From an optimization exercise on the open Yosys and OpenROAD flow, aimed at small area and a short achievable clock period; shortcuts taken in it are not production practice.
Function was checked by simulation only, so behaviour that the tests miss may differ from the original.

### design/flow/run.sh
#!/bin/bash
# synth_recipe.tcl (not shown) runs the flow's synth.tcl, then flattens the netlist and writes it again
# the make line also repeats each setting of config.mk as NAME=value (left out here)
make -C /OpenROAD-flow-scripts/flow DESIGN_CONFIG=/design/flow/config.mk WORK_HOME=/design/flow/orfs CLKGATE_MAP_FILE= SYNTH_SCRIPT=/design/flow/synth_recipe.tcl finish
### design/flow/config.mk
export PLATFORM = sky130hd
export DESIGN_NAME = pipeline
export DESIGN_NICKNAME = pipeline
export VERILOG_FILES = /design/flow/design.v
export SDC_FILE = /design/flow/constraint.sdc
export NUM_CORES = 8
export LEC_CHECK = 0
export ABC_AREA = 1
export CAP_MARGIN = 20
export CORE_MARGIN = 2
export CORE_UTILIZATION = 40
export SLEW_MARGIN = 20
### design/flow/constraint.sdc
create_clock -name core_clock -period 7.5 [get_ports {CLK}]
set_input_delay 1.5000 -clock core_clock [delete_from_list [all_inputs] [get_ports {CLK}]]
set_output_delay 1.5000 -clock core_clock [all_outputs]
set_load 0.01 [all_outputs]
### design/flow/design.v
module pipeline (
  input  CLK,
  input  [31:0]counter_in,
  input  [127:0]target_hash,
  input  reset,
  output reg found,
  output reg [31:0]found_word
);
reg [31:0] w_m1;
reg [31:0] w_00;
reg [31:0] w_01;
reg [31:0] w_02;
reg [31:0] w_03;
reg [31:0] w_04;
reg [31:0] w_05;
reg [31:0] w_06;
reg [31:0] w_07;
reg [31:0] w_08;
reg [31:0] w_09;
reg [31:0] w_10;
reg [31:0] w_11;
reg [31:0] w_12;
reg [31:0] w_13;
reg [31:0] w_14;
reg [31:0] w_15;
reg [31:0] w_16;
reg [31:0] w_17;
reg [31:0] w_18;
reg [31:0] w_19;
reg [31:0] w_20;
reg [31:0] w_21;
reg [31:0] w_22;
reg [31:0] w_23;
reg [31:0] w_24;
reg [31:0] w_25;
reg [31:0] w_26;
reg [31:0] w_27;
reg [31:0] w_28;
reg [31:0] w_29;
reg [31:0] w_30;
reg [31:0] w_31;
reg [31:0] w_32;
reg [31:0] w_33;
reg [31:0] w_34;
reg [31:0] w_35;
reg [31:0] w_36;
reg [31:0] w_37;
reg [31:0] w_38;
reg [31:0] w_39;
reg [31:0] w_40;
reg [31:0] w_41;
reg [31:0] w_42;
reg [31:0] w_43;
reg [31:0] w_44;
always @(posedge CLK) begin
  w_m1 <= counter_in;
  w_00 <= w_m1;
  w_01 <= w_00;
  w_02 <= w_01;
  w_03 <= w_02;
  w_04 <= w_03;
  w_05 <= w_04;
  w_06 <= w_05;
  w_07 <= w_06;
  w_08 <= w_07;
  w_09 <= w_08;
  w_10 <= w_09;
  w_11 <= w_10;
  w_12 <= w_11;
  w_13 <= w_12;
  w_14 <= w_13;
  w_15 <= w_14;
  w_16 <= w_15;
  w_17 <= w_16;
  w_18 <= w_17;
  w_19 <= w_18;
  w_20 <= w_19;
  w_21 <= w_20;
  w_22 <= w_21;
  w_23 <= w_22;
  w_24 <= w_23;
  w_25 <= w_24;
  w_26 <= w_25;
  w_27 <= w_26;
  w_28 <= w_27;
  w_29 <= w_28;
  w_30 <= w_29;
  w_31 <= w_30;
  w_32 <= w_31;
  w_33 <= w_32;
  w_34 <= w_33;
  w_35 <= w_34;
  w_36 <= w_35;
  w_37 <= w_36;
  w_38 <= w_37;
  w_39 <= w_38;
  w_40 <= w_39;
  w_41 <= w_40;
  w_42 <= w_41;
  w_43 <= w_42;
  w_44 <= w_43;
  found_word <= w_44;
end
function [31:0] bswap(input [31:0] x);
  bswap = {x[7:0], x[15:8], x[23:16], x[31:24]};
endfunction
wire [31:0] f_00 = ((32'hefcdab89 & 32'h98badcfe) | (~32'hefcdab89 & 32'h10325476));
wire [31:0] x_00 = bswap(w_m1) + 32'h3eafc779 + f_00;
wire [31:0] r_00 = {x_00[24:0], x_00[31:25]};
reg  [31:0] b_00;
always @(posedge CLK) b_00 <= 32'hefcdab89 + r_00;
wire [31:0] f_01 = ((b_00 & 32'hefcdab89) | (~b_00 & 32'h98badcfe));
wire [31:0] x_01 = 32'hf8fa0c4c + f_01;
wire [31:0] r_01 = {x_01[19:0], x_01[31:20]};
reg  [31:0] b_01;
always @(posedge CLK) b_01 <= b_00 + r_01;
reg  [31:0] c_01;
always @(posedge CLK) c_01 <= b_00;
wire [31:0] f_02 = ((b_01 & c_01) | (~b_01 & 32'hefcdab89));
wire [31:0] x_02 = 32'hbcdb4dd9 + f_02;
wire [31:0] r_02 = {x_02[14:0], x_02[31:15]};
reg  [31:0] b_02;
always @(posedge CLK) b_02 <= b_01 + r_02;
reg  [31:0] c_02;
always @(posedge CLK) c_02 <= b_01;
reg  [31:0] d_02;
always @(posedge CLK) d_02 <= c_01;
wire [31:0] f_03 = ((b_02 & c_02) | (~b_02 & d_02));
wire [31:0] x_03 = 32'hb18b7a77 + f_03;
wire [31:0] r_03 = {x_03[9:0], x_03[31:10]};
reg  [31:0] b_03;
always @(posedge CLK) b_03 <= b_02 + r_03;
reg  [31:0] ap_03;
always @(posedge CLK) ap_03 <= d_02 + 32'hf57c0faf;
reg  [31:0] c_03;
always @(posedge CLK) c_03 <= b_02;
reg  [31:0] d_03;
always @(posedge CLK) d_03 <= c_02;
wire [31:0] f_04 = ((b_03 & c_03) | (~b_03 & d_03));
wire [31:0] x_04 = ap_03 + f_04;
wire [31:0] r_04 = {x_04[24:0], x_04[31:25]};
reg  [31:0] b_04;
always @(posedge CLK) b_04 <= b_03 + r_04;
reg  [31:0] ap_04;
always @(posedge CLK) ap_04 <= d_03 + 32'h4787c62a;
reg  [31:0] c_04;
always @(posedge CLK) c_04 <= b_03;
reg  [31:0] d_04;
always @(posedge CLK) d_04 <= c_03;
wire [31:0] f_05 = ((b_04 & c_04) | (~b_04 & d_04));
wire [31:0] x_05 = ap_04 + f_05;
wire [31:0] r_05 = {x_05[19:0], x_05[31:20]};
reg  [31:0] b_05;
always @(posedge CLK) b_05 <= b_04 + r_05;
reg  [31:0] ap_05;
always @(posedge CLK) ap_05 <= d_04 + 32'ha8304613;
reg  [31:0] c_05;
always @(posedge CLK) c_05 <= b_04;
reg  [31:0] d_05;
always @(posedge CLK) d_05 <= c_04;
wire [31:0] f_06 = ((b_05 & c_05) | (~b_05 & d_05));
wire [31:0] x_06 = ap_05 + f_06;
wire [31:0] r_06 = {x_06[14:0], x_06[31:15]};
reg  [31:0] b_06;
always @(posedge CLK) b_06 <= b_05 + r_06;
reg  [31:0] ap_06;
always @(posedge CLK) ap_06 <= d_05 + 32'hfd469501;
reg  [31:0] c_06;
always @(posedge CLK) c_06 <= b_05;
reg  [31:0] d_06;
always @(posedge CLK) d_06 <= c_05;
wire [31:0] f_07 = ((b_06 & c_06) | (~b_06 & d_06));
wire [31:0] x_07 = ap_06 + f_07;
wire [31:0] r_07 = {x_07[9:0], x_07[31:10]};
reg  [31:0] b_07;
always @(posedge CLK) b_07 <= b_06 + r_07;
reg  [31:0] ap_07;
always @(posedge CLK) ap_07 <= d_06 + 32'h698098d8;
reg  [31:0] c_07;
always @(posedge CLK) c_07 <= b_06;
reg  [31:0] d_07;
always @(posedge CLK) d_07 <= c_06;
wire [31:0] f_08 = ((b_07 & c_07) | (~b_07 & d_07));
wire [31:0] x_08 = ap_07 + f_08;
wire [31:0] r_08 = {x_08[24:0], x_08[31:25]};
reg  [31:0] b_08;
always @(posedge CLK) b_08 <= b_07 + r_08;
reg  [31:0] ap_08;
always @(posedge CLK) ap_08 <= d_07 + 32'h8b44f7af;
reg  [31:0] c_08;
always @(posedge CLK) c_08 <= b_07;
reg  [31:0] d_08;
always @(posedge CLK) d_08 <= c_07;
wire [31:0] f_09 = ((b_08 & c_08) | (~b_08 & d_08));
wire [31:0] x_09 = ap_08 + f_09;
wire [31:0] r_09 = {x_09[19:0], x_09[31:20]};
reg  [31:0] b_09;
always @(posedge CLK) b_09 <= b_08 + r_09;
reg  [31:0] ap_09;
always @(posedge CLK) ap_09 <= d_08 + 32'hffff5bb1;
reg  [31:0] c_09;
always @(posedge CLK) c_09 <= b_08;
reg  [31:0] d_09;
always @(posedge CLK) d_09 <= c_08;
wire [31:0] f_10 = ((b_09 & c_09) | (~b_09 & d_09));
wire [31:0] x_10 = ap_09 + f_10;
wire [31:0] r_10 = {x_10[14:0], x_10[31:15]};
reg  [31:0] b_10;
always @(posedge CLK) b_10 <= b_09 + r_10;
reg  [31:0] ap_10;
always @(posedge CLK) ap_10 <= d_09 + 32'h895cd7be;
reg  [31:0] c_10;
always @(posedge CLK) c_10 <= b_09;
reg  [31:0] d_10;
always @(posedge CLK) d_10 <= c_09;
wire [31:0] f_11 = ((b_10 & c_10) | (~b_10 & d_10));
wire [31:0] x_11 = ap_10 + f_11;
wire [31:0] r_11 = {x_11[9:0], x_11[31:10]};
reg  [31:0] b_11;
always @(posedge CLK) b_11 <= b_10 + r_11;
reg  [31:0] ap_11;
always @(posedge CLK) ap_11 <= d_10 + 32'h6b901122;
reg  [31:0] c_11;
always @(posedge CLK) c_11 <= b_10;
reg  [31:0] d_11;
always @(posedge CLK) d_11 <= c_10;
wire [31:0] f_12 = ((b_11 & c_11) | (~b_11 & d_11));
wire [31:0] x_12 = ap_11 + f_12;
wire [31:0] r_12 = {x_12[24:0], x_12[31:25]};
reg  [31:0] b_12;
always @(posedge CLK) b_12 <= b_11 + r_12;
reg  [31:0] ap_12;
always @(posedge CLK) ap_12 <= d_11 + 32'hfd987193;
reg  [31:0] c_12;
always @(posedge CLK) c_12 <= b_11;
reg  [31:0] d_12;
always @(posedge CLK) d_12 <= c_11;
wire [31:0] f_13 = ((b_12 & c_12) | (~b_12 & d_12));
wire [31:0] x_13 = ap_12 + f_13;
wire [31:0] r_13 = {x_13[19:0], x_13[31:20]};
reg  [31:0] b_13;
always @(posedge CLK) b_13 <= b_12 + r_13;
reg  [31:0] ap_13;
always @(posedge CLK) ap_13 <= d_12 + 32'ha67943ae;
reg  [31:0] c_13;
always @(posedge CLK) c_13 <= b_12;
reg  [31:0] d_13;
always @(posedge CLK) d_13 <= c_12;
wire [31:0] f_14 = ((b_13 & c_13) | (~b_13 & d_13));
wire [31:0] x_14 = ap_13 + f_14;
wire [31:0] r_14 = {x_14[14:0], x_14[31:15]};
reg  [31:0] b_14;
always @(posedge CLK) b_14 <= b_13 + r_14;
reg  [31:0] ap_14;
always @(posedge CLK) ap_14 <= d_13 + 32'h49b40821;
reg  [31:0] c_14;
always @(posedge CLK) c_14 <= b_13;
reg  [31:0] d_14;
always @(posedge CLK) d_14 <= c_13;
wire [31:0] f_15 = ((b_14 & c_14) | (~b_14 & d_14));
wire [31:0] x_15 = ap_14 + f_15;
wire [31:0] r_15 = {x_15[9:0], x_15[31:10]};
reg  [31:0] b_15;
always @(posedge CLK) b_15 <= b_14 + r_15;
reg  [31:0] ap_15;
always @(posedge CLK) ap_15 <= d_14 + 32'hf61e25e2;
reg  [31:0] c_15;
always @(posedge CLK) c_15 <= b_14;
reg  [31:0] d_15;
always @(posedge CLK) d_15 <= c_14;
wire [31:0] f_16 = ((d_15 & b_15) | (c_15 & ~d_15));
wire [31:0] x_16 = ap_15 + f_16;
wire [31:0] r_16 = {x_16[26:0], x_16[31:27]};
reg  [31:0] b_16;
always @(posedge CLK) b_16 <= b_15 + r_16;
reg  [31:0] ap_16;
always @(posedge CLK) ap_16 <= d_15 + 32'hc040b340;
reg  [31:0] c_16;
always @(posedge CLK) c_16 <= b_15;
reg  [31:0] d_16;
always @(posedge CLK) d_16 <= c_15;
wire [31:0] f_17 = ((d_16 & b_16) | (c_16 & ~d_16));
wire [31:0] x_17 = ap_16 + f_17;
wire [31:0] r_17 = {x_17[22:0], x_17[31:23]};
reg  [31:0] b_17;
always @(posedge CLK) b_17 <= b_16 + r_17;
reg  [31:0] ap_17;
always @(posedge CLK) ap_17 <= d_16 + 32'h265e5a51;
reg  [31:0] c_17;
always @(posedge CLK) c_17 <= b_16;
reg  [31:0] d_17;
always @(posedge CLK) d_17 <= c_16;
wire [31:0] f_18 = ((d_17 & b_17) | (c_17 & ~d_17));
wire [31:0] x_18 = ap_17 + f_18;
wire [31:0] r_18 = {x_18[17:0], x_18[31:18]};
reg  [31:0] b_18;
always @(posedge CLK) b_18 <= b_17 + r_18;
reg  [31:0] ap_18;
always @(posedge CLK) ap_18 <= d_17 + 32'he9b6c7aa + bswap(w_17);
reg  [31:0] c_18;
always @(posedge CLK) c_18 <= b_17;
reg  [31:0] d_18;
always @(posedge CLK) d_18 <= c_17;
wire [31:0] f_19 = ((d_18 & b_18) | (c_18 & ~d_18));
wire [31:0] x_19 = ap_18 + f_19;
wire [31:0] r_19 = {x_19[11:0], x_19[31:12]};
reg  [31:0] b_19;
always @(posedge CLK) b_19 <= b_18 + r_19;
reg  [31:0] ap_19;
always @(posedge CLK) ap_19 <= d_18 + 32'hd62f105d;
reg  [31:0] c_19;
always @(posedge CLK) c_19 <= b_18;
reg  [31:0] d_19;
always @(posedge CLK) d_19 <= c_18;
wire [31:0] f_20 = ((d_19 & b_19) | (c_19 & ~d_19));
wire [31:0] x_20 = ap_19 + f_20;
wire [31:0] r_20 = {x_20[26:0], x_20[31:27]};
reg  [31:0] b_20;
always @(posedge CLK) b_20 <= b_19 + r_20;
reg  [31:0] ap_20;
always @(posedge CLK) ap_20 <= d_19 + 32'h02441453;
reg  [31:0] c_20;
always @(posedge CLK) c_20 <= b_19;
reg  [31:0] d_20;
always @(posedge CLK) d_20 <= c_19;
wire [31:0] f_21 = ((d_20 & b_20) | (c_20 & ~d_20));
wire [31:0] x_21 = ap_20 + f_21;
wire [31:0] r_21 = {x_21[22:0], x_21[31:23]};
reg  [31:0] b_21;
always @(posedge CLK) b_21 <= b_20 + r_21;
reg  [31:0] ap_21;
always @(posedge CLK) ap_21 <= d_20 + 32'hd8a1e681;
reg  [31:0] c_21;
always @(posedge CLK) c_21 <= b_20;
reg  [31:0] d_21;
always @(posedge CLK) d_21 <= c_20;
wire [31:0] f_22 = ((d_21 & b_21) | (c_21 & ~d_21));
wire [31:0] x_22 = ap_21 + f_22;
wire [31:0] r_22 = {x_22[17:0], x_22[31:18]};
reg  [31:0] b_22;
always @(posedge CLK) b_22 <= b_21 + r_22;
reg  [31:0] ap_22;
always @(posedge CLK) ap_22 <= d_21 + 32'he7d3fbc8;
reg  [31:0] c_22;
always @(posedge CLK) c_22 <= b_21;
reg  [31:0] d_22;
always @(posedge CLK) d_22 <= c_21;
wire [31:0] f_23 = ((d_22 & b_22) | (c_22 & ~d_22));
wire [31:0] x_23 = ap_22 + f_23;
wire [31:0] r_23 = {x_23[11:0], x_23[31:12]};
reg  [31:0] b_23;
always @(posedge CLK) b_23 <= b_22 + r_23;
reg  [31:0] ap_23;
always @(posedge CLK) ap_23 <= d_22 + 32'h21e1cde6;
reg  [31:0] c_23;
always @(posedge CLK) c_23 <= b_22;
reg  [31:0] d_23;
always @(posedge CLK) d_23 <= c_22;
wire [31:0] f_24 = ((d_23 & b_23) | (c_23 & ~d_23));
wire [31:0] x_24 = ap_23 + f_24;
wire [31:0] r_24 = {x_24[26:0], x_24[31:27]};
reg  [31:0] b_24;
always @(posedge CLK) b_24 <= b_23 + r_24;
reg  [31:0] ap_24;
always @(posedge CLK) ap_24 <= d_23 + 32'hc33707f6;
reg  [31:0] c_24;
always @(posedge CLK) c_24 <= b_23;
reg  [31:0] d_24;
always @(posedge CLK) d_24 <= c_23;
wire [31:0] f_25 = ((d_24 & b_24) | (c_24 & ~d_24));
wire [31:0] x_25 = ap_24 + f_25;
wire [31:0] r_25 = {x_25[22:0], x_25[31:23]};
reg  [31:0] b_25;
always @(posedge CLK) b_25 <= b_24 + r_25;
reg  [31:0] ap_25;
always @(posedge CLK) ap_25 <= d_24 + 32'hf4d50d87;
reg  [31:0] c_25;
always @(posedge CLK) c_25 <= b_24;
reg  [31:0] d_25;
always @(posedge CLK) d_25 <= c_24;
wire [31:0] f_26 = ((d_25 & b_25) | (c_25 & ~d_25));
wire [31:0] x_26 = ap_25 + f_26;
wire [31:0] r_26 = {x_26[17:0], x_26[31:18]};
reg  [31:0] b_26;
always @(posedge CLK) b_26 <= b_25 + r_26;
reg  [31:0] ap_26;
always @(posedge CLK) ap_26 <= d_25 + 32'h455a14ed;
reg  [31:0] c_26;
always @(posedge CLK) c_26 <= b_25;
reg  [31:0] d_26;
always @(posedge CLK) d_26 <= c_25;
wire [31:0] f_27 = ((d_26 & b_26) | (c_26 & ~d_26));
wire [31:0] x_27 = ap_26 + f_27;
wire [31:0] r_27 = {x_27[11:0], x_27[31:12]};
reg  [31:0] b_27;
always @(posedge CLK) b_27 <= b_26 + r_27;
reg  [31:0] ap_27;
always @(posedge CLK) ap_27 <= d_26 + 32'ha9e3e905;
reg  [31:0] c_27;
always @(posedge CLK) c_27 <= b_26;
reg  [31:0] d_27;
always @(posedge CLK) d_27 <= c_26;
wire [31:0] f_28 = ((d_27 & b_27) | (c_27 & ~d_27));
wire [31:0] x_28 = ap_27 + f_28;
wire [31:0] r_28 = {x_28[26:0], x_28[31:27]};
reg  [31:0] b_28;
always @(posedge CLK) b_28 <= b_27 + r_28;
reg  [31:0] ap_28;
always @(posedge CLK) ap_28 <= d_27 + 32'hfcefa3f8;
reg  [31:0] c_28;
always @(posedge CLK) c_28 <= b_27;
reg  [31:0] d_28;
always @(posedge CLK) d_28 <= c_27;
wire [31:0] f_29 = ((d_28 & b_28) | (c_28 & ~d_28));
wire [31:0] x_29 = ap_28 + f_29;
wire [31:0] r_29 = {x_29[22:0], x_29[31:23]};
reg  [31:0] b_29;
always @(posedge CLK) b_29 <= b_28 + r_29;
reg  [31:0] ap_29;
always @(posedge CLK) ap_29 <= d_28 + 32'h676f02d9;
reg  [31:0] c_29;
always @(posedge CLK) c_29 <= b_28;
reg  [31:0] d_29;
always @(posedge CLK) d_29 <= c_28;
wire [31:0] f_30 = ((d_29 & b_29) | (c_29 & ~d_29));
wire [31:0] x_30 = ap_29 + f_30;
wire [31:0] r_30 = {x_30[17:0], x_30[31:18]};
reg  [31:0] b_30;
always @(posedge CLK) b_30 <= b_29 + r_30;
reg  [31:0] ap_30;
always @(posedge CLK) ap_30 <= d_29 + 32'h8d2a4c8a;
reg  [31:0] c_30;
always @(posedge CLK) c_30 <= b_29;
reg  [31:0] d_30;
always @(posedge CLK) d_30 <= c_29;
wire [31:0] f_31 = ((d_30 & b_30) | (c_30 & ~d_30));
wire [31:0] x_31 = ap_30 + f_31;
wire [31:0] r_31 = {x_31[11:0], x_31[31:12]};
reg  [31:0] b_31;
always @(posedge CLK) b_31 <= b_30 + r_31;
reg  [31:0] ap_31;
always @(posedge CLK) ap_31 <= d_30 + 32'hfffa3942;
reg  [31:0] c_31;
always @(posedge CLK) c_31 <= b_30;
reg  [31:0] d_31;
always @(posedge CLK) d_31 <= c_30;
wire [31:0] f_32 = (b_31 ^ c_31 ^ d_31);
wire [31:0] x_32 = ap_31 + f_32;
wire [31:0] r_32 = {x_32[27:0], x_32[31:28]};
reg  [31:0] b_32;
always @(posedge CLK) b_32 <= b_31 + r_32;
reg  [31:0] ap_32;
always @(posedge CLK) ap_32 <= d_31 + 32'h8771f681;
reg  [31:0] c_32;
always @(posedge CLK) c_32 <= b_31;
reg  [31:0] d_32;
always @(posedge CLK) d_32 <= c_31;
wire [31:0] f_33 = (b_32 ^ c_32 ^ d_32);
wire [31:0] x_33 = ap_32 + f_33;
wire [31:0] r_33 = {x_33[20:0], x_33[31:21]};
reg  [31:0] b_33;
always @(posedge CLK) b_33 <= b_32 + r_33;
reg  [31:0] ap_33;
always @(posedge CLK) ap_33 <= d_32 + 32'h6d9d6122;
reg  [31:0] c_33;
always @(posedge CLK) c_33 <= b_32;
reg  [31:0] d_33;
always @(posedge CLK) d_33 <= c_32;
wire [31:0] f_34 = (b_33 ^ c_33 ^ d_33);
wire [31:0] x_34 = ap_33 + f_34;
wire [31:0] r_34 = {x_34[15:0], x_34[31:16]};
reg  [31:0] b_34;
always @(posedge CLK) b_34 <= b_33 + r_34;
reg  [31:0] ap_34;
always @(posedge CLK) ap_34 <= d_33 + 32'hfde5382c;
reg  [31:0] c_34;
always @(posedge CLK) c_34 <= b_33;
reg  [31:0] d_34;
always @(posedge CLK) d_34 <= c_33;
wire [31:0] f_35 = (b_34 ^ c_34 ^ d_34);
wire [31:0] x_35 = ap_34 + f_35;
wire [31:0] r_35 = {x_35[8:0], x_35[31:9]};
reg  [31:0] b_35;
always @(posedge CLK) b_35 <= b_34 + r_35;
reg  [31:0] ap_35;
always @(posedge CLK) ap_35 <= d_34 + 32'ha4beeac4;
reg  [31:0] c_35;
always @(posedge CLK) c_35 <= b_34;
reg  [31:0] d_35;
always @(posedge CLK) d_35 <= c_34;
wire [31:0] f_36 = (b_35 ^ c_35 ^ d_35);
wire [31:0] x_36 = ap_35 + f_36;
wire [31:0] r_36 = {x_36[27:0], x_36[31:28]};
reg  [31:0] b_36;
always @(posedge CLK) b_36 <= b_35 + r_36;
reg  [31:0] ap_36;
always @(posedge CLK) ap_36 <= d_35 + 32'h4bdecfa9;
reg  [31:0] c_36;
always @(posedge CLK) c_36 <= b_35;
reg  [31:0] d_36;
always @(posedge CLK) d_36 <= c_35;
wire [31:0] f_37 = (b_36 ^ c_36 ^ d_36);
wire [31:0] x_37 = ap_36 + f_37;
wire [31:0] r_37 = {x_37[20:0], x_37[31:21]};
reg  [31:0] b_37;
always @(posedge CLK) b_37 <= b_36 + r_37;
reg  [31:0] ap_37;
always @(posedge CLK) ap_37 <= d_36 + 32'hf6bb4b60;
reg  [31:0] c_37;
always @(posedge CLK) c_37 <= b_36;
reg  [31:0] d_37;
always @(posedge CLK) d_37 <= c_36;
wire [31:0] f_38 = (b_37 ^ c_37 ^ d_37);
wire [31:0] x_38 = ap_37 + f_38;
wire [31:0] r_38 = {x_38[15:0], x_38[31:16]};
reg  [31:0] b_38;
always @(posedge CLK) b_38 <= b_37 + r_38;
reg  [31:0] ap_38;
always @(posedge CLK) ap_38 <= d_37 + 32'hbebfbc70;
reg  [31:0] c_38;
always @(posedge CLK) c_38 <= b_37;
reg  [31:0] d_38;
always @(posedge CLK) d_38 <= c_37;
wire [31:0] f_39 = (b_38 ^ c_38 ^ d_38);
wire [31:0] x_39 = ap_38 + f_39;
wire [31:0] r_39 = {x_39[8:0], x_39[31:9]};
reg  [31:0] b_39;
always @(posedge CLK) b_39 <= b_38 + r_39;
reg  [31:0] ap_39;
always @(posedge CLK) ap_39 <= d_38 + 32'h289b7ec6;
reg  [31:0] c_39;
always @(posedge CLK) c_39 <= b_38;
reg  [31:0] d_39;
always @(posedge CLK) d_39 <= c_38;
wire [31:0] f_40 = (b_39 ^ c_39 ^ d_39);
wire [31:0] x_40 = ap_39 + f_40;
wire [31:0] r_40 = {x_40[27:0], x_40[31:28]};
reg  [31:0] b_40;
always @(posedge CLK) b_40 <= b_39 + r_40;
reg  [31:0] ap_40;
always @(posedge CLK) ap_40 <= d_39 + 32'heaa127fa + bswap(w_39);
reg  [31:0] c_40;
always @(posedge CLK) c_40 <= b_39;
reg  [31:0] d_40;
always @(posedge CLK) d_40 <= c_39;
wire [31:0] f_41 = (b_40 ^ c_40 ^ d_40);
wire [31:0] x_41 = ap_40 + f_41;
wire [31:0] r_41 = {x_41[20:0], x_41[31:21]};
reg  [31:0] b_41;
always @(posedge CLK) b_41 <= b_40 + r_41;
reg  [31:0] ap_41;
always @(posedge CLK) ap_41 <= d_40 + 32'hd4ef3085;
reg  [31:0] c_41;
always @(posedge CLK) c_41 <= b_40;
reg  [31:0] d_41;
always @(posedge CLK) d_41 <= c_40;
wire [31:0] f_42 = (b_41 ^ c_41 ^ d_41);
wire [31:0] x_42 = ap_41 + f_42;
wire [31:0] r_42 = {x_42[15:0], x_42[31:16]};
reg  [31:0] b_42;
always @(posedge CLK) b_42 <= b_41 + r_42;
reg  [31:0] ap_42;
always @(posedge CLK) ap_42 <= d_41 + 32'h04881d05;
reg  [31:0] c_42;
always @(posedge CLK) c_42 <= b_41;
reg  [31:0] d_42;
always @(posedge CLK) d_42 <= c_41;
wire [31:0] f_43 = (b_42 ^ c_42 ^ d_42);
wire [31:0] x_43 = ap_42 + f_43;
wire [31:0] r_43 = {x_43[8:0], x_43[31:9]};
reg  [31:0] b_43;
always @(posedge CLK) b_43 <= b_42 + r_43;
reg  [31:0] ap_43;
always @(posedge CLK) ap_43 <= d_42 + 32'hd9d4d039;
reg  [31:0] c_43;
always @(posedge CLK) c_43 <= b_42;
reg  [31:0] d_43;
always @(posedge CLK) d_43 <= c_42;
wire [31:0] f_44 = (b_43 ^ c_43 ^ d_43);
wire [31:0] x_44 = ap_43 + f_44;
wire [31:0] r_44 = {x_44[27:0], x_44[31:28]};
reg  [31:0] b_44;
always @(posedge CLK) b_44 <= b_43 + r_44;
reg  [31:0] ap_44;
always @(posedge CLK) ap_44 <= d_43 + 32'he6db99e5;
reg  [31:0] c_44;
always @(posedge CLK) c_44 <= b_43;
reg  [31:0] d_44;
always @(posedge CLK) d_44 <= c_43;
reg  [5:0]  cnt;    
reg  [31:0] q0, q1, q2, q3, t21, dq;
wire [4:0]  step = cnt[5:1];
wire busy = (cnt != 6'd44);
always @(posedge CLK)
  if (reset) cnt <= 6'd0;
  else if (busy) cnt <= cnt + 6'd1;
reg  [31:0] ex, kc;
reg  [2:0]  rs;
always @* begin
  case (step)
    5'd0: begin ex = bswap(target_hash[95:64]); kc = 32'h10325478; rs = 3'd0; end
    5'd1: begin ex = bswap(target_hash[63:32]); kc = 32'h67452303; rs = 3'd0; end
    5'd2: begin ex = bswap(target_hash[31:0]); kc = 32'hefcdab8b; rs = 3'd0; end
    5'd3: begin ex = bswap(target_hash[127:96]); kc = 32'h98badd00; rs = 3'd0; end
    5'd4: begin ex = q0 - q1; kc = 32'h14792c70; rs = 3'd4; end
    5'd5: begin ex = q0 - q1; kc = 32'hd5282d46; rs = 3'd3; end
    5'd6: begin ex = q0 - q1; kc = 32'h42c50dcc; rs = 3'd2; end
    5'd7: begin ex = q0 - q1; kc = 32'h08ac817f; rs = 3'd1; end
    5'd8: begin ex = q0 - q1; kc = 32'hb1f7ee60; rs = 3'd4; end
    5'd9: begin ex = q0 - q1; kc = 32'h5cfebced; rs = 3'd3; end
    5'd10: begin ex = q0 - q1; kc = 32'h01d31921; rs = 3'd2; end
    5'd11: begin ex = q0 - q1; kc = 32'h905781b2; rs = 3'd1; end
    5'd12: begin ex = q0 - q1; kc = 32'h7a7ba1b0; rs = 3'd4; end
    5'd13: begin ex = q0 - q1; kc = 32'h00100b84; rs = 3'd3; end
    5'd14: begin ex = q0 - q1; kc = 32'h70f3336f; rs = 3'd2; end
    5'd15: begin ex = q0 - q1; kc = 32'h9aa4a63e; rs = 3'd1; end
    5'd16: begin ex = q0 - q1; kc = 32'h036c5fc8; rs = 3'd4; end
    5'd17: begin ex = q0 - q1; kc = 32'h546bdc3a; rs = 3'd3; end
    5'd18: begin ex = q0 - q1; kc = 32'hbcd5006a; rs = 3'd2; end
    5'd19: begin ex = q0 - q1; kc = 32'h0bd6ddbd; rs = 3'd1; end
    5'd20: begin ex = q0 - q1; kc = 32'h3b53a99c; rs = 3'd5; end
    5'd21: begin ex = q0 - q1; kc = 32'he05d8309; rs = 3'd6; end
    default: begin ex = q0 - q1; kc = 32'h0; rs = 3'd0; end
  endcase
end
always @(posedge CLK)
  if (busy & ~cnt[0]) dq <= ex;
reg  [31:0] rot;
always @*
  case (rs)
    3'd0: rot = dq;
    3'd1: rot = {dq[5:0], dq[31:6]};
    3'd2: rot = {dq[9:0], dq[31:10]};
    3'd3: rot = {dq[14:0], dq[31:15]};
    3'd4: rot = {dq[20:0], dq[31:21]};
    3'd5: rot = {dq[22:0], dq[31:23]};
    3'd6: rot = {dq[15:0], dq[31:16]};
    default: rot = dq;
  endcase
wire usef = (step >= 5'd4) && (step < 5'd20);
wire [31:0] nf = usef ? ~(q2 ^ (q1 | ~q3)) : 32'hffffffff;
wire [31:0] cs_s = rot ^ nf ^ kc;
wire [31:0] cs_c = {(rot[30:0] & nf[30:0]) | (rot[30:0] & kc[30:0]) | (nf[30:0] & kc[30:0]), 1'b0};
wire [31:0] er = cs_s + cs_c;
always @(posedge CLK)
  if (busy & cnt[0]) begin
    q0 <= q1; q1 <= q2; q2 <= q3; q3 <= er;
  end
always @(posedge CLK)
  if (cnt == 6'd42) t21 <= q0 ^ q1;
function eqadd(input [31:0] a, input [31:0] b, input [31:0] k);
  reg [31:0] cy;
  begin
    cy = {(a[30:0] & b[30:0]) | ((a[30:0] | b[30:0]) & ~k[30:0]), 1'b0};
    eqadd = ((a ^ b ^ k) == cy);
  end
endfunction
wire [31:0] x_45 = ap_44 + (b_44 ^ c_44 ^ d_44);
wire c45 = eqadd(b_44, {x_45[20:0], x_45[31:21]}, q0);
wire c46 = eqadd(d_44, q0 ^ b_44 ^ c_44, q3);
wire c47 = eqadd(c_44, t21 ^ b_44, q2);
wire c48 = eqadd(b_44, bswap(w_44), q1);
always @(posedge CLK) found <= c45 & c46 & c47 & c48;
endmodule
==> metrics.md, run 1 <==
| Metric | Value |
|---|---|
| Status | `complete, no violations` |
| First-pass GRT wire length | `about 2100000 um` |
| Warnings from Yosys | `1` |
| Avg Vias per Cell | `around 5.3` |
| Clock Tree Root | `clkbuf_16` |
| Placed inst area | `370000 um^2` |
| Syn Inst Count | `42200` |
| Unrepaired setup endpoints after global routing | `false` |
| CP max stage cell | `a21boi_0` |
| Total grt overflow | `0` |
| Worst-path clk slew | `about 60 ps` |
| Vias in the first global route | `a little under 300k` |
| Max-cap violation count | `0` |
| # DRC | `0` |
| Pin slew with the least headroom to its limit | `1310 ps` |
| GRT Total Usage | `0.328` |
| Minimum clock period | `5830 ps` |
| Total routed wirelength | `1510000 um` |
| Commonest non-fill, non-tap cell in the layout | `nand2_1` |
| Worst EP arrival | `6820 ps` |
| Fmax | `around 170 MHz` |
| Post-cts hold buffer count | `0` |
| CP Class | `register to register` |
| Post-synth top flop | `dfxtp_1` |
| Fin area | `397000 um^2` |
| Post-cts sizing count | `0` |
| Worst Reg-to-Reg Cells | `19` |
| TritonCTS clock tree | `done` |
| Final hold violations | `0` |
| Flop2flop setup slack | `1670 ps` |
| Synth area leaders | `dfxtp_1 (40%), ha_1 (10%), nand2_1 (8.4%)` |
| Synth Register Bits | `7271` |
| Placed insts | `54100` |
| Die ar. | `890000 um^2` |
| Clk_skew | `roughly 120 ps` |
| Dpl hpwl | `1300000 um` |
| Worst Path Required | `8490 ps` |
| Gpl congestion | `between 1 and 1.5` |
| H-Tree Depth | `6` |
| Final ANT Viol Nets | `0` |
| Layout Nets | `46400` |
| Async set or reset register ratio after synthesis | `0` |
| Initial antenna violation count | `127` |
| Die Wd | `between 900 and 1000 um` |
| Stages on the worst setup path | `19` |
| Share of the synthesized area in the top cell type | `0.401` |
| Fin. max-slew vios | `0` |
| Final setup fails | `0` |
| IO buf count | `approximately 190` |
| Worst hold-check path type | `register to register` |
| Synth-to-layout area growth | `12.6%` |
| Slew margin rel. | `0.122` |
| Die height | `944 um` |
| 1st-pass router iterations | `12` |
| Last element of the critical path | `b_41[21]` |
| Initial Util | `0.401` |
| Post-synth EDFFs | `~190` |
| Finished Layout Cells | `55600` |
| # clock sinks | `between 7000 and 8000` |
| Setup crit start | `b_40[13]` |
| Register area share after synthesis | `0.418` |
| Initial DRC count | `about 25000` |
| Startpoint types | `register` |
| Wire length per cell | `27.2 um` |
| Largest net degree at the start of global routing | `about 120` |
| Clock buffer depth | `4` |
| Cell taking the most area after synthesis | `dfxtp_1` |
| Post-CTS Setup Inserts | `0` |
| CP most frequent cell | `a21oi_1` |
| Layout cells sized above 1 | `0.0397` |
| Leading cell types in the layout, fill and taps excluded | `nand2_1 (7877), dfxtp_1 (7079), inv_1 (4928)` |
| Syn Area/Cell | `around 8.4 um^2` |
| Num CTS Buffers | `768` |
| Reg-to-reg startpoint | `b_40[13]` |
| Crit end category | `register` |
| Synth Cell Area | `about 350000 um^2` |
| Fin crit share | `0.778` |
| CP max FO | `5` |
| Family with the most delay on the worst path | `compound AO/OA/AOI/OAI gates` |
| Worst reg2reg path endpoint | `b_41[21]` |
| Slowest stage delay, CP | `660 ps` |
| Core box area | `slightly below 900000 um^2` |
| Row count | `345` |
| Filler cells | `87400` |
| Vias | `293000` |
| Library cells used by synthesis | `76` |
| Bufs and invs on worst path | `1` |
| Io pins | `about 200` |
| Total negative slack | `0 ps` |
| Cell chain of the critical path | `xnor2_1 > xor2_1 > inv_1 > ha_1 > a21oi_1 > o21ai_0 > a21oi_1 > nand3_1 > a21o_1 > a21boi_1 > xnor2_1 > ha_1 > a31oi_1 > nand2_1 > a21boi_0 > o21ai_0 > a21oi_1 > o21bai_1 > xor2_1` |
| Worst-Skew Late Latency | `~1200 ps` |
-- through the flow --
step                      hold slack (ps)  worst slack (ps)   util
after floorplan                       310               553      -
after CTS                             278              1690  0.451
after global placement                310              1490  0.420
after detailed placement              312              1740  0.420
final                                 277              1670  0.451
after global routing                  284              1360  0.451
-- layer usage --
metal | up-vias | GRT usage | routed length, um
met5 | - | 0 | 319
met4 | 44 | 0.191 | 107000
met3 | 2856 | 0.0387 | 76200
met2 | 10000 | 0.568 | 722000
met1 | 139000 | 0.391 | 608000
li1 | 141000 | - | -
-- layout make-up --
cell class              instances  area (um^2)  share of cell area
diodes                         62          155            0.000390
clock buffers                 992        21300              0.0536
clock inverters               428         6000              0.0151
inverters                    4954        18600              0.0468
multi-input cells           29900       187000               0.470
flip-flops and latches       7271       147000               0.371
well taps                   11800        14800              0.0371
repair buffers                261         2470             0.00621
-- cells in the mapped netlist (all sizes together) (88+ instances only) --
cell type,instances
a31oi,284
nand4,336
edfxtp,192
a21boi,145
o211ai,184
o21a,142
o31ai,97
nand2,7886
mux2,248
o21bai,246
a21oi,3650
xnor2,1530
nor4,175
ha,2903
a221oi,93
fa,245
nor3,632
o21ai,2344
o22ai,134
inv,4950
clkbuf,105
dfxtp,7079
a21o,295
nor2,3126
xor2,3251
nand3,1416
o221ai,88
-- cell families (layout without fill, tap and decap cells) --
kind of cell    count (synthesis)  count (layout)  synth area share
fa+ha+maj                    3148            3148             0.117
flops                        7271            7271             0.418
mux                           258             258           0.00819
compound gates               7956            7956             0.127
xor+xnor                     4782            4782             0.119
buf+inv                      5072            6635            0.0540
simple gates                13700           13700             0.158
other cells                     1              64         0.0000106
-- how the worst min path moves through the flow --
| stage | slack, ps | startpoint | endpoint | depth (start not counted) |
|---|---|---|---|---|
| finish | 280 | w_42[11] | w_43[11] | 0 |
| global route | 280 | w_42[11] | w_43[11] | 0 |
| CTS | 280 | w_42[11] | w_43[11] | 0 |
| detailed placement | 310 | w_00[10] | w_01[10] | 0 |
| global placement | 310 | w_33[24] | w_34[24] | 0 |
| floorplan | 310 | w_00[0] | w_01[0] | 0 |
==> run 2: changes to the inputs <==
--- a/design/flow/config.mk
+++ b/design/flow/config.mk
@@ -9,4 +9,5 @@
 export CAP_MARGIN = 20
 export CORE_MARGIN = 2
-export CORE_UTILIZATION = 40
+export CORE_UTILIZATION = 55
+export SETUP_SLACK_MARGIN = 3.0
 export SLEW_MARGIN = 20
==> run 2 against run 1 <==
The layout now fails its checks (antenna violations). Die area shrank 27%. Utilization increased by 20 points. First-iteration DRC count up 51%. Synthesized cell count did not move. Final area rose by 5.4%. Via count grew 7.5%. Highest routed layer unchanged. Critical endpoint is now b_36[31]. Sequential share of layout area shrank 1.5 points. Area after synthesis did not move. Critical path type unchanged.
==> metrics.md, run 2 <==
| Metric | Value |
|---|---|
| Library cells used by synthesis | `76 (unchanged)` |
| Fmax | `212 MHz (+24%)` |
| H-Tree Depth | `6 (unchanged)` |
| Synth-to-layout area growth | `18.7%` |
| Pre-CTS setup slack | `1520 ps (-223 ps)` |
| Storage cell area | `149000 um^2 (+1.1%)` |
| # DRC | `0 (unchanged)` |
| Synth area leaders | `dfxtp_1 (40%), ha_1 (10%), nand2_1 (8.4%)` |
| Wire length per cell | `27.1 um (-0.43%)` |
| Async set or reset register ratio after synthesis | `0 (unchanged)` |
| Startpoint types | `register` |
| Die ar. | `648000 um^2 (-27%)` |
| Die Wd | `805 um (-15%)` |
| Syn Inst Count | `42200 (unchanged)` |
| Fin. max-slew vios | `0 (unchanged)` |
| Worst hold-check path type | `register to register` |
| Cell taking the most area after synthesis | `dfxtp_1` |
| Slew margin rel. | `0.113 (-0.00860)` |
| Unrepaired setup endpoints after global routing | `true` |
| Register area share after synthesis | `0.418 (unchanged)` |
| Clock Tree Root | `clkbuf_16` |
| Warnings from Yosys | `1 (unchanged)` |
| Synth Register Bits | `7271 (unchanged)` |
| Worst Path Required | `8520 ps (+30 ps)` |
| Post-synth top flop | `dfxtp_1` |
| Fail Reasons | `antenna violations` |
| Total negative slack | `0 ps (unchanged)` |
| Leading cell types in the layout, fill and taps excluded | `nand2_1 (7536), dfxtp_1 (6244), inv_1 (4875)` |
| Post-route setup slack | `2790 ps (+1120 ps)` |
| # clock sinks | `7271 (unchanged)` |
| Slowest stage delay, CP | `390 ps (-270 ps)` |
| Most frequent cell after synthesis | `nand2_1` |
| CP most frequent cell | `inv_1` |
| Clk_skew | `89.0 ps (-31.2 ps)` |
| Fin crit share | `0.628 (-0.150)` |
| Final ANT Viol Nets | `1 (+1)` |
| Pin slew with the least headroom to its limit | `1330 ps (+15.5 ps)` |
| Worst EP arrival | `5730 ps (-1090 ps)` |
| Minimum clock period | `4710 ps (-1120 ps)` |
| Reg-to-reg startpoint | `d_35[0]` |
| Initial Util | `0.551 (+0.151)` |
| Footprint of the multi-input gates | `206000 um^2 (+11%)` |
| Flop2flop setup slack | `2790 ps (+1120 ps)` |
| TritonCTS clock tree | `done` |
| Final hold violations | `0 (unchanged)` |
| Row count | `294 (-15%)` |
| Max-cap violation count | `0 (unchanged)` |
| Hold EP | `w_16[22]` |
| Worst-path clk slew | `70 ps (about the same)` |
| IO buf count | `194 (unchanged)` |
| Worst-Skew Late Latency | `1220 ps (about the same)` |
| Largest net degree at the start of global routing | `77 (-36%)` |
| Initial antenna violation count | `167 (+31%)` |
| Initial DRC count | `37400 (+51%)` |
| Post-synth EDFFs | `192 (unchanged)` |
| Syn Area/Cell | `8.37 um^2 (unchanged)` |
| Die height | `805 um (-15%)` |
| Synth Cell Area | `353000 um^2 (unchanged)` |
| Filler cells | `52000 (-40%)` |
| Worst Hold Depth | `0 (unchanged)` |
| Layout cells sized above 1 | `0.141 (+0.101)` |
| GRT Total Usage | `0.418 (+0.0904)` |
| Commonest cells post-synth | `nand2_1 (7878), dfxtp_1 (7079), inv_1 (4928)` |
| Layout Nets | `47000 (+1.3%)` |
| Dpl hpwl | `1170000 um (-10%)` |
| Avg Vias per Cell | `5.94 (+13%)` |
| Gpl congestion | `1.13 (+11%)` |
| Worst hold start | `w_15[22]` |
| Num CTS Buffers | `729 (-5.1%)` |
| Core box area | `640000 um^2 (-27%)` |
| Crit end category | `register` |
| Vias | `315000 (+7.5%)` |
| Worst reg2reg path endpoint | `b_36[31]` |
| CP max FO | `4 (-1)` |
| Clock buffer depth | `4 (unchanged)` |
| Status | `complete, but fails checks` |
| Worst Reg-to-Reg Cells | `28 (+9)` |
| Io pins | `195 (unchanged)` |
| Share of the synthesized area in the top cell type | `0.401 (unchanged)` |
| Total grt overflow | `0 (unchanged)` |
| Vias in the first global route | `299000 (+3.6%)` |
| Final setup fails | `0 (unchanged)` |
| First-pass GRT wire length | `2000000 um (-4.8%)` |
| CP max stage cell | `fa_2` |
| CP Class | `register to register` |
| Total routed wirelength | `1440000 um (-5.0%)` |
| Commonest non-fill, non-tap cell in the layout | `nand2_1` |
| 1st-pass router iterations | `12 (unchanged)` |
run 2: cell counts after synthesis:
Identical to the previous run, type by type.
run 2: worst max-delay path, delay by kind of cell (launching register included):
family | cells | cell delay (ps)
compound gates | 8 | 1320
simple gates | 9 | 1100
fa+ha+maj | 3 | 810
xor+xnor | 3 | 550
buf+inv | 5 | 410
flops | 1 | 350
run 2: how the worst max path moves through the flow:
stage	slack [ps]	from	depth (start not counted)	endpoint
3_3_place_gp	1350	b_38[13]	18	b_39[28]
2_1_floorplan	3050	d_21[0]	26	b_22[30]
3_5_place_dp	1520	b_38[13]	20	b_39[26]
4_1_cts	2860	d_34[0]	24	b_35[24]
6_report	2790	d_35[0]	28	b_36[31]
5_1_grt	2760	b_35[0]	28	b_36[31]
run 2: stage by stage:
stage	util	std cells	cell area, um^2	hold slack (ps)
floorplan	-	42200	353000	310
global placement	0.571	50900	366000	309
detailed placement	0.571	50900	366000	312
CTS	0.627	52500	402000	273
global route	0.654	52900	419000	278
finish	0.654	53000	419000	272
run 2: cell families (layout without fill, tap and decap cells):
logic type / Yosys count / in the layout / synth area share
adder cells (fa/ha/maj): 3148 / 3148 / 0.117
XOR/XNOR: 4782 / 4782 / 0.119
flip-flops: 7271 / 7271 / 0.418
AO/OA/AOI/OAI: 7956 / 7956 / 0.127
multiplexers: 258 / 258 / 0.00819
AND/OR/NAND/NOR: 13700 / 13700 / 0.158
other: 1 / 110 / 0.0000106
buffers and inverters: 5072 / 7224 / 0.0540
run 2: area by class of cell:
| cell class | instances | area share |
|---|---|---|
| multi-input combinational | 29900 | 0.493 |
| clock buffer | 926 | 0.0481 |
| tap | 8584 | 0.0256 |
| sequential | 7271 | 0.356 |
| antenna | 108 | 0.000645 |
| timing repair buffer | 915 | 0.0182 |
| clock inverter | 429 | 0.0144 |
| inverter | 4954 | 0.0445 |
run 2: what timing repair did:
action | 4_1_cts | 5_1_grt
resized for setup | 2033 | 3286
cloned | 1 | 4
setup endpoints to repair | 1001 | 789
pin swaps | 311 | 826
hold buffers | 0 | 0
endpoints found under the hold margin | 0 | 0
setup buffers | 212 | 460
run 2: layer usage:
| metal | GRT usage | up-vias | wire, um |
|---|---|---|---|
| met1 | 0.518 | 148000 | 545000 |
| met5 | 0 | - | 987 |
| met2 | 0.642 | 18700 | 615000 |
| met3 | 0.117 | 5397 | 160000 |
| met4 | 0.265 | 136 | 117000 |
| li1 | - | 143000 | - |
==> run 3: changes to the inputs <==
--- a/design/flow/config.mk
+++ b/design/flow/config.mk
@@ -10,4 +10,5 @@
 export CORE_MARGIN = 2
 export CORE_UTILIZATION = 55
-export SETUP_SLACK_MARGIN = 3.0
+export CTS_BUF_LIST = sky130_fd_sc_hd__clkbuf_8
+export CTS_CLUSTER_SIZE = 30
 export SLEW_MARGIN = 20
==> run 3 against run 2 <==
The run now finishes clean. Final area is 6.6% lower. Via count down 1.4%. Non-clock buffer count fell by 679. Cell count barely moved. Global-route usage up 0.15 points. Largest cell class unchanged.
==> metrics.md, run 3 <==
| Metric | Value |
|---|---|
| Status | `complete, no violations` |
| H-Tree Depth | `7 (+1)` |
| Post-CTS Setup Inserts | `0 (-100%)` |
| Cell chain of the critical path | `inv_1 > nor2_1 > nand2_1 > nand2_1 > nor2_4 > nand2_1 > nor2_2 > buf_4 > a2111oi_0 > fa_1 > inv_1 > ha_1 > inv_1 > fa_1 > o21ai_1 > a21oi_1 > o21ai_0 > nand3_1 > nand2_1 > nand3_1 > nand2_1 > xor2_1` |
| Die height | `805 um (unchanged)` |
| Worst-Skew Late Latency | `1480 ps (+260 ps)` |
| Synth area leaders | `dfxtp_1 (40%), ha_1 (10%), nand2_1 (8.4%)` |
| CP Class | `register to register` |
| CP most frequent cell | `nand2_1` |
| Commonest non-fill, non-tap cell in the layout | `nand2_1` |
| Layout cells sized above 1 | `0.0500 (-0.0906)` |
| TritonCTS clock tree | `done` |
| Syn Inst Count | `42200 (unchanged)` |
| Synth Cell Area | `353000 um^2 (unchanged)` |
| Synth-to-layout area growth | `10.9%` |
| Storage cell area | `147000 um^2 (-1.1%)` |
| # DRC | `0 (unchanged)` |
| CP max FO | `13 (+9)` |
| Worst Path Required | `8610 ps (+90 ps)` |
| Final hold violations | `0 (unchanged)` |
| Startpoint types | `register` |
| Num CTS Buffers | `1233 (+69%)` |
| Largest net degree at the start of global routing | `68 (-12%)` |
| Footprint of the multi-input gates | `187000 um^2 (-9.6%)` |
| Vias in the first global route | `297000 (-0.63%)` |
| Max-cap violation count | `0 (unchanged)` |
| GRT Total Usage | `0.419 (+0.00145)` |
| Minimum clock period | `6100 ps (+1390 ps)` |
| Slew margin rel. | `0.160 (+0.0466)` |
| Pre-CTS setup slack | `1680 ps (+162 ps)` |
| Crit end category | `register` |
| Die ar. | `648000 um^2 (unchanged)` |
| Initial Util | `0.551 (unchanged)` |
| Placed inst area | `366000 um^2 (about the same)` |
| Core box area | `640000 um^2 (unchanged)` |
| 1st-pass router iterations | `9 (-3)` |
| Fin area | `391000 um^2 (-6.6%)` |
| Die Wd | `805 um (unchanged)` |
| Dpl hpwl | `1180000 um (+0.57%)` |
| Clock Tree Root | `clkbuf_8` |
| Warnings from Yosys | `1 (unchanged)` |
| Layout Nets | `46900 (-0.37%)` |
| Register area share after synthesis | `0.418 (unchanged)` |
| IO buf count | `194 (unchanged)` |
| Post-cts hold buffer count | `0 (unchanged)` |
| Total routed wirelength | `1410000 um (-2.0%)` |
| Async set or reset register ratio after synthesis | `0 (unchanged)` |
| Hold_ws | `267 ps (-5.08 ps)` |
| Post-cts sizing count | `0 (-100%)` |
| Pin slew with the least headroom to its limit | `1230 ps (-99.8 ps)` |
| Worst-path clk slew | `70 ps (about the same)` |
| Fin. max-slew vios | `0 (unchanged)` |
| Wire length per cell | `26.6 um (-2.0%)` |
| Avg Vias per Cell | `5.85 (-1.5%)` |
| Clk_skew | `124 ps (+34.8 ps)` |
| Library cells used by synthesis | `76 (unchanged)` |
| Total grt overflow | `0 (unchanged)` |
| Gpl congestion | `1.10 (-2.7%)` |
| Leading cell types in the layout, fill and taps excluded | `nand2_1 (7878), dfxtp_1 (7079), inv_1 (5208)` |
| Row count | `294 (unchanged)` |
| Post-synth top flop | `dfxtp_1` |
| Worst EP arrival | `7210 ps (+1480 ps)` |
| Share of the synthesized area in the top cell type | `0.401 (unchanged)` |
| Initial antenna violation count | `160 (-4.2%)` |
| Final ANT Viol Nets | `0 (-1)` |
| # clock sinks | `7271 (unchanged)` |
| Worst hold-check path type | `register to register` |
| Slowest stage delay, CP | `1030 ps (+640 ps)` |
| Filler cells | `55400 (+6.6%)` |
| Cell taking the most area after synthesis | `dfxtp_1` |
| Initial DRC count | `37700 (+0.70%)` |
| Post-synth EDFFs | `192 (unchanged)` |
| Total negative slack | `0 ps (unchanged)` |
| Vias | `310000 (-1.4%)` |
| Syn Area/Cell | `8.37 um^2 (unchanged)` |
| CP max stage cell | `a2111oi_0` |
| Fmax | `164 MHz (-23%)` |
| Final setup fails | `0 (unchanged)` |
| Io pins | `195 (unchanged)` |
| First-pass GRT wire length | `2000000 um (-0.35%)` |
| Clock buffer depth | `5 (+1)` |
| Fin crit share | `0.813 (+0.185)` |
| Most frequent cell after synthesis | `nand2_1` |
| Commonest cells post-synth | `nand2_1 (7878), dfxtp_1 (7079), inv_1 (4928)` |
| Unrepaired setup endpoints after global routing | `false` |
| Post-route setup slack | `1400 ps (-1390 ps)` |
| Synth Register Bits | `7271 (unchanged)` |
-- run 3: cell families after synthesis --
logic type	after synthesis	synth area share
simple gates	13700	0.158
compound gates	7956	0.127
flops	7271	0.418
buf+inv	5072	0.0540
xor+xnor	4782	0.119
fa+ha+maj	3148	0.117
mux	258	0.00819
other cells	1	0.0000106
-- run 3: stage by stage --
step                cells  utilization
floorplan           42200            -
global placement    50900        0.571
detailed placement  50900        0.571
CTS                 53000        0.611
global route        53000        0.611
finish              53100        0.611
-- run 3: worst max-delay path, delay by kind of cell (launching register included) --
family                   cells  cell delay (ps)
flip-flops                   1              580
adder cells (fa/ha/maj)      3             1160
AND/OR/NAND/NOR             10             1420
AO/OA/AOI/OAI                4             1970
buffers and inverters        4              560
XOR/XNOR                     1               60
-- run 3: worst paths after layout --
kind | to | slack, ps | from | cells past startpoint
hold reg to reg | w_04[0] | 270 | w_03[0] | 0
setup reg to reg | q3[27] | 1400 | cnt[2] | 22
setup / recovery | q3[27] | 1400 | cnt[2] | 22
hold / removal | w_04[0] | 270 | w_03[0] | 0
-- run 3: layout make-up --
cell class,count,area share
Sequential cell,7271,0.377
Clock inverter,607,0.0127
Clock buffer,1495,0.0526
Multi-Input combinational cell,29900,0.477
Antenna cell,76,0.000486
Tap cell,8584,0.0274
Timing Repair Buffer,236,0.00577
Inverter,4954,0.0475
-- run 3: layer usage --
metal / GRT usage / vias up / wire [um]
li1: - / 142000 / -
met1: 0.526 / 146000 / 555000
met2: 0.640 / 17900 / 601000
met3: 0.107 / 4495 / 145000
met4: 0.274 / 64 / 108000
met5: 0.000512 / - / 428
==> run 4: changes to the inputs <==
--- a/design/flow/config.mk
+++ b/design/flow/config.mk
@@ -6,9 +6,7 @@
 export NUM_CORES = 8
 export LEC_CHECK = 0
-export ABC_AREA = 1
 export CAP_MARGIN = 20
 export CORE_MARGIN = 2
 export CORE_UTILIZATION = 55
-export CTS_BUF_LIST = sky130_fd_sc_hd__clkbuf_8
-export CTS_CLUSTER_SIZE = 30
+export SETUP_SLACK_MARGIN = 4.0
 export SLEW_MARGIN = 20
==> run 4 against run 3 <==
Utilization rose by 11 points. Worst hold slack improved by 22 ps. Via count fell by 18%. Count of clock-buffer cells in the layout fell by 570. Non-clock buffer count rose by 2925. Routed wire length fell by 17%. Final area rose by 7.3%. Critical path type unchanged.
==> metrics.md, run 4 <==
| Metric | Value |
|---|---|
| Status | `complete, no violations` |
| Row count | `281 (-4.4%)` |
| Final ANT Viol Nets | `0 (unchanged)` |
| Unrepaired setup endpoints after global routing | `true` |
| Pin slew with the least headroom to its limit | `1070 ps (-160 ps)` |
| Post-cts hold buffer count | `0 (unchanged)` |
| Commonest non-fill, non-tap cell in the layout | `dfxtp_1` |
| Layout cells sized above 1 | `0.291 (+0.241)` |
| Worst Hold Depth | `0 (unchanged)` |
| Commonest cells post-synth | `dfxtp_1 (7079), xnor2_1 (3569), ha_1 (2903)` |
| # DRC | `0 (unchanged)` |
| H-Tree Depth | `6 (-1)` |
| Vias | `255000 (-18%)` |
| Max-cap violation count | `0 (unchanged)` |
| Cell taking the most area after synthesis | `dfxtp_1` |
| Die ar. | `594000 um^2 (-8.3%)` |
| Library cells used by synthesis | `104 (+37%)` |
| Worst hold start | `c_13[11]` |
| Final hold violations | `0 (unchanged)` |
| Layout Nets | `38100 (-19%)` |
| Synth Cell Area | `324000 um^2 (-8.4%)` |
| Num CTS Buffers | `727 (-41%)` |
| Worst EP arrival | `7390 ps (+180 ps)` |
| Bufs and invs on worst path | `1 (-3)` |
| GRT Total Usage | `0.369 (-0.0508)` |
| Flop2flop setup slack | `1080 ps (-320 ps)` |
| Die height | `771 um (-4.3%)` |
| Worst-Skew Late Latency | `1170 ps (-310 ps)` |
| Gpl congestion | `1.01 (-8.3%)` |
| Worst reg2reg path endpoint | `b_21[31]` |
| Hold EP | `d_14[11]` |
| Reg-to-reg startpoint | `d_20[0]` |
| Vias in the first global route | `248000 (-16%)` |
| Worst Reg-to-Reg Cells | `27 (+23%)` |
| Async set or reset register ratio after synthesis | `0 (unchanged)` |
| Filler cells | `41300 (-26%)` |
| Slowest stage delay, CP | `380 ps (-650 ps)` |
| Family with the most delay on the worst path | `compound AO/OA/AOI/OAI gates` |
| Worst hold-check path type | `register to register` |
| Crit end category | `register` |
| Warnings from Yosys | `1 (unchanged)` |
| IO buf count | `194 (unchanged)` |
| CP Class | `register to register` |
| Leading cell types in the layout, fill and taps excluded | `dfxtp_1 (6479), xnor2_1 (2966), ha_1 (2417)` |
| Minimum clock period | `6420 ps (+325 ps)` |
| Total routed wirelength | `1160000 um (-17%)` |
| Wire length per cell | `26.9 um (+1.4%)` |
| Initial antenna violation count | `71 (-56%)` |
| Post-synth top flop | `dfxtp_1` |
| First-pass GRT wire length | `1630000 um (-18%)` |
| Final core area utilization | `0.717 (+0.106)` |
| Synth area leaders | `dfxtp_1 (44%), ha_1 (11%), xnor2_1 (9.7%)` |
| Share of the synthesized area in the top cell type | `0.438 (+0.0366)` |
| Final setup fails | `0 (unchanged)` |
| Fmax | `156 MHz (-5.1%)` |
| # clock sinks | `7271 (unchanged)` |
| Dpl hpwl | `877000 um (-25%)` |
| Syn Inst Count | `31000 (-27%)` |
| Die Wd | `771 um (-4.3%)` |
| Hold_ws | `289 ps (+21.8 ps)` |
| CP max FO | `5 (-8)` |
| Setup crit start | `d_20[0]` |
| TritonCTS clock tree | `done` |
| 1st-pass router iterations | `6 (-3)` |
| Largest net degree at the start of global routing | `70 (+2.9%)` |
| Clock Tree Root | `clkbuf_16` |
| Synth-to-layout area growth | `29.9%` |
| Fin crit share | `0.856 (+0.0433)` |
| Initial DRC count | `20800 (-45%)` |
| Slew margin rel. | `0.287 (+0.128)` |
| Startpoint types | `register` |
| Core box area | `586000 um^2 (-8.5%)` |
| Post-synth EDFFs | `192 (unchanged)` |
| Syn Area/Cell | `10.4 um^2 (+25%)` |
| Total grt overflow | `0 (unchanged)` |
| Most frequent cell after synthesis | `dfxtp_1` |
| Total negative slack | `0 ps (unchanged)` |
| Clock buffer depth | `4 (-1)` |
| Io pins | `195 (unchanged)` |
| Avg Vias per Cell | `5.89 (+0.67%)` |
| Clk_skew | `92.1 ps (-31.7 ps)` |
| Fin. max-slew vios | `0 (unchanged)` |
| CP max stage cell | `a221o_1` |
| Worst Path Required | `8470 ps (-140 ps)` |
| Worst-path clk slew | `60 ps (about the same)` |
| Register area share after synthesis | `0.456 (+0.0381)` |
| Synth Register Bits | `7271 (unchanged)` |
| Initial Util | `0.552 (+0.00107)` |
-- run 4: cell types whose count changed after synthesis, sizes merged, moves of 899 or more --
cell   delta
a21oi  -1431
nand2  -6482
nand3   -899
xor2   -2004
inv    -3839
o21ai  -1075
xnor2  +2039
nor2   -1166
-- run 4: how the worst max path moves through the flow --
stage                     to  depth (start not counted)
floorplan           b_21[30]                         28
global placement    b_18[31]                         28
detailed placement  b_18[31]                         28
CTS                 b_21[30]                         28
global route        b_21[30]                         28
finish              b_21[31]                         27
-- run 4: area by class of cell --
type | count | area (um^2) | area share
timing repair buffer | 3161 | 27900 | 0.0664
clock inverter | 428 | 5950 | 0.0142
sequential | 7271 | 149000 | 0.354
antenna | 58 | 145 | 0.000345
inverter | 1111 | 4220 | 0.0100
tap | 7782 | 9740 | 0.0232
multi-input combinational | 22500 | 203000 | 0.484
clock buffer | 925 | 20000 | 0.0477
-- run 4: cell families (layout without fill, tap and decap cells) --
logic type | after synthesis | in the layout | synth area share
simple gates | 6415 | 6415 | 0.0953
fa+ha+maj | 3149 | 3149 | 0.127
xor+xnor | 4816 | 4816 | 0.130
other cells | 1 | 60 | 0.0000116
mux | 981 | 981 | 0.0351
flops | 7271 | 7271 | 0.456
buf+inv | 1237 | 5625 | 0.0144
compound gates | 7118 | 7118 | 0.142
-- run 4: routing by layer --
layer | GRT usage | wire, um
met2 | 0.589 | 520000
met4 | 0.255 | 100000
met3 | 0.0631 | 83600
met5 | 0 | 543
met1 | 0.455 | 459000
-- run 4: stage by stage --
step | std cells | cell area [um^2] | worst slack [ps]
3_3_place_gp | 38900 | 337000 | 117
2_1_floorplan | 31000 | 325000 | 1410
5_1_grt | 43200 | 420000 | 929
3_5_place_dp | 38900 | 337000 | 216
6_report | 43200 | 420000 | 1080
4_1_cts | 42300 | 402000 | 1090
-- run 4: timing repair --
action	4_1_cts	5_1_grt
setup buffers	2013	843
gates resized for setup	5336	2338
cloned	7	0
endpoints found under the setup margin	1560	1473
pin swaps	3127	2230

[static timing again, ports no longer ideal]
How much do the figures lean on ideal ports? The routed layouts below were timed once more, with nothing changed but the port constraints. Step 1 (the two cells are an assumption about what drives the block):
set clk [get_ports {CLK}]
set_driving_cell -lib_cell sky130_fd_sc_hd__clkbuf_16 $clk
set_driving_cell -lib_cell sky130_fd_sc_hd__buf_2 [delete_from_list [all_inputs] $clk]
Step 2 also shifts input and output timing later by t, the mid clock arrival at the registers, as if the neighbouring blocks saw the same clock. a / b / c = no drivers / after step 1 / after step 2; a / b = the first two.
| run | t (ns) | setup slack, ns | worst register clock-pin slew, ns | worst slew at a driven data input, ns |
|---|---|---|---|---|
| run 1 | 1.316 | 1.668 / 1.668 / 1.668 | 0.08 / 0.08 | 0.37 |
| run 2 | 1.316 | 2.792 / 2.792 / 2.792 | 0.07 / 0.07 | 0.10 |
| run 3 | 1.566 | 1.404 / 1.404 / 1.404 | 0.08 / 0.08 | 0.07 |
| run 4 | 1.263 | 1.080 / 1.080 / 1.080 | 0.08 / 0.08 | 0.07 |
